This is an optimization exercise on Yosys and OpenROAD, whose aim is small area, not a production implementation. In this exercise RTL edits were held to simulation tests only and were not proved equivalent to the original. Power figures rest on the tool's default switching activity, not on a simulated workload.

Design MIPScore, start of the top module:
module MIPScore(
	input clk,
	input reset,
	output [31:0] pc,
	input  [31:0] instr,
	output        memwrite,
	output [31:0] aluout, writedata,
	input  [31:0] readdata
);
For scale: roughly 160 I/O pins, ~43000 µm² of cells after synthesis.
export LEC_CHECK = 0
export CAP_MARGIN = 5
export CORE_MARGIN = 2
export CORE_UTILIZATION = 48
export CTS_BUF_LIST = sky130_fd_sc_hd__clkbuf_8
export CTS_CLUSTER_DIAMETER = 80
export CTS_CLUSTER_SIZE = 16
export PLACE_DENSITY = 0.6
export SETUP_SLACK_MARGIN = 0.15
export SLEW_MARGIN = 5
export SYNTH_HIERARCHICAL = 1
create_clock -name core_clock -period 11.0 [get_ports {clk}]
standard.sh (not shown) runs the stock make flow with config.mk's settings and CLKGATE_MAP_FILE= SYNTH_SCRIPT=/design/flow/synth_recipe.tcl, a recipe that flattens the netlist after the stock synthesis.
==> flow/flow/run.sh <==
#!/bin/bash
set -euo pipefail
bash standard.sh \
  "CTS_ARGS=-sink_clustering_enable -repair_clock_nets -sink_clustering_size 16 -sink_clustering_max_diameter 80 -buf_list sky130_fd_sc_hd__clkbuf_8 -dont_use_dummy_load" \
  "BUFFER_PORTS_ARGS=-buffer_cell sky130_fd_sc_hd__buf_1" \
  finish > flow_make.log 2>&1
Next try:
CORE_UTILIZATION = 52   (was 48)
PLACE_DENSITY = 0.62   (was 0.6)
- synthesized cell count is unchanged
- die area goes down by 7.6%
- hold slack is about the same
- cell area goes down by 0.42%
- power hardly moves
- count of clock-buffer cells in the layout goes up by 1
- global-route usage goes up by 3.8 points
- combinational power is about the same
- sequential share of layout area goes up by 0.18 points
- utilization goes up by 4.2 points
- routed wire length goes up by 0.91%

MIPScore again, from the RTL that the note above started with.
## MIPScore
module MIPScore(
	input clk,
	input reset,
	output [31:0] pc,
	input  [31:0] instr,
	output        memwrite,
	output [31:0] aluout, writedata,
	input  [31:0] readdata
);
	wire       memtoreg, alusrcbimm, regwrite, isbeq, dojump, alusub;
	wire [1:0] alusel;
	wire [4:0] destreg;
	Decoder decoder(.instr(instr), .memtoreg(memtoreg), .memwrite(memwrite),
	                .isbeq(isbeq), .alusrcbimm(alusrcbimm), .destreg(destreg),
	                .regwrite(regwrite), .dojump(dojump), .alusub(alusub),
	                .alusel(alusel));
	Datapath dp(.clk(clk), .reset(reset), .memtoreg(memtoreg), .isbeq(isbeq),
	            .alusrcbimm(alusrcbimm), .destreg(destreg), .regwrite(regwrite),
	            .jump(dojump), .alusub(alusub), .alusel(alusel),
	            .pc(pc), .instr(instr), .aluout(aluout),
	            .writedata(writedata), .readdata(readdata));
endmodule
Settings: LEC_CHECK=0, CAP_MARGIN=5, CORE_MARGIN=2, CORE_UTILIZATION=40, CTS_BUF_LIST=sky130_fd_sc_hd__clkbuf_8, CTS_CLUSTER_DIAMETER=60, CTS_CLUSTER_SIZE=16, PLACE_DENSITY=0.5, SETUP_SLACK_MARGIN=0.15, SLEW_MARGIN=5, SYNTH_HIERARCHICAL=1; clock period 11.0 ns.
run.sh (not shown) runs the stock make flow with config.mk's settings and CLKGATE_MAP_FILE= SYNTH_SCRIPT=/design/flow/synth_recipe.tcl, a recipe that flattens the netlist after the stock synthesis.
Stock flow here: none of the scripts above is used.
Change:
==> flow/flow/run.sh (new file) <==
#!/bin/bash
set -euo pipefail
bash standard.sh \
  "CTS_ARGS=-sink_clustering_enable -repair_clock_nets -sink_clustering_size 16 -sink_clustering_max_diameter 60 -buf_list sky130_fd_sc_hd__clkbuf_8 -dont_use_dummy_load" \
  "BUFFER_PORTS_ARGS=-buffer_cell sky130_fd_sc_hd__buf_1" \
  finish > flow_make.log 2>&1
==> flow/standard.sh (new file) <==
#!/bin/bash
# synth_recipe.tcl (not shown) runs the flow's synth.tcl, then flattens the netlist and writes it again
# the make line also repeats each setting of config.mk as NAME=value (left out here)
make -C /OpenROAD-flow-scripts/flow DESIGN_CONFIG=/design/flow/config.mk WORK_HOME=/design/flow/orfs CLKGATE_MAP_FILE= SYNTH_SCRIPT=/design/flow/synth_recipe.tcl "${@:-finish}"
removed: flow/run.sh
What happened:
- The changed run ran to the end with no violations
- setup slack gains 0.20 ns
- global-route usage came out higher by 0.41 points
- count of clock-buffer cells in the layout came out lower by 2
- design area came out lower by 5.1%
- critical path depth came out higher by 1
- total power came out lower by 7.2%
- final cell count came out lower by 2.6%
- utilization came out lower by 2.5 points
Change:
==> flow/run.sh (new file) <==
#!/bin/bash
# synth_recipe.tcl (not shown) runs the flow's synth.tcl, then flattens the netlist and writes it again
# the make line also repeats each setting of config.mk as NAME=value (left out here)
make -C /OpenROAD-flow-scripts/flow DESIGN_CONFIG=/design/flow/config.mk WORK_HOME=/design/flow/orfs CLKGATE_MAP_FILE= SYNTH_SCRIPT=/design/flow/synth_recipe.tcl finish
--- a/flow/config.mk
+++ b/flow/config.mk
@@ -8 +8 @@
-export CAP_MARGIN = 5
+export CAP_MARGIN = 20
@@ -15,2 +15,2 @@
-export SETUP_SLACK_MARGIN = 0.15
-export SLEW_MARGIN = 5
+export SETUP_SLACK_MARGIN = 0.25
+export SLEW_MARGIN = 20
removed: flow/flow/run.sh
removed: flow/standard.sh
Outcome:
- total power increases by 7.4%
- routed wire length decreases by 1.6%
- count of clock-buffer cells in the layout increases by 2
- via count stays flat
- core utilization increases by 2.6 points
- die area is unchanged
- fmax decreases by 0.54%
- register-to-register slack got worse by 0.38 ns
- sequential share of layout area decreases by 2.3 points
Change:
==> flow/flow/run.sh (new file) <==
#!/bin/bash
set -euo pipefail
bash standard.sh \
  "CTS_ARGS=-sink_clustering_enable -repair_clock_nets -sink_clustering_size 16 -sink_clustering_max_diameter 60 -buf_list sky130_fd_sc_hd__clkbuf_8 -dont_use_dummy_load" \
  "BUFFER_PORTS_ARGS=-buffer_cell sky130_fd_sc_hd__buf_1" \
  finish > flow_make.log 2>&1
==> flow/standard.sh (new file) <==
#!/bin/bash
# synth_recipe.tcl (not shown) runs the flow's synth.tcl, then flattens the netlist and writes it again
# the make line also repeats each setting of config.mk as NAME=value (left out here)
make -C /OpenROAD-flow-scripts/flow DESIGN_CONFIG=/design/flow/config.mk WORK_HOME=/design/flow/orfs CLKGATE_MAP_FILE= SYNTH_SCRIPT=/design/flow/synth_recipe.tcl "${@:-finish}"
removed: flow/run.sh
Setup slack improves by 0.087 ns.
Total power falls by a few percent.
Sequential share of layout area rises by 2.0 points.
Wire length rises slightly.
Via count falls slightly.
Design area falls by a few percent.
Sequential cell count is unchanged.
Clock power falls by about a fifth.
Global-route usage rises by 0.40 points.

## separate check: timing with driven ports
The results above use ideal ports. As a check the final layouts listed here were re-extracted and re-timed, cells and wires unchanged.
Step 1, drivers: a clkbuf_16 drives clk and a buf_2 each remaining input, both assumed.
Step 2, shift: input delay + t, output delay - t, t = (earliest + latest rising clock arrival at the registers) / 2. This alone moves slack from input paths to output paths.
a / b / c = no drivers / after step 1 / after step 2; a / b = the first two.
run	t (ns)	setup slack, ns	worst register clock-pin slew, ns	worst data-port slew with drivers (ns)	cell pins on the clock port's net
the first run of note 1	0.803	0.286 / 0.257 / 0.257	0.12 / 0.12	0.04	1
the second run of note 1	0.777	0.267 / 0.243 / 0.243	0.11 / 0.11	0.06	1
the first run of note 2	0.880	0.268 / 0.237 / 0.237	0.11 / 0.11	0.05	1
the second run of note 2	0.859	0.466 / 0.439 / 0.439	0.11 / 0.11	0.04	1
the third run of note 2	0.871	0.409 / 0.380 / 0.380	0.11 / 0.11	0.05	1
the fourth run of note 2	0.856	0.496 / 0.471 / 0.471	0.11 / 0.11	0.04	1
After both steps every run listed still meets setup and hold. The setup slack of the first run of note 2, which loses most, moves by -0.031 ns with the drivers and by -0.031 ns with both steps.
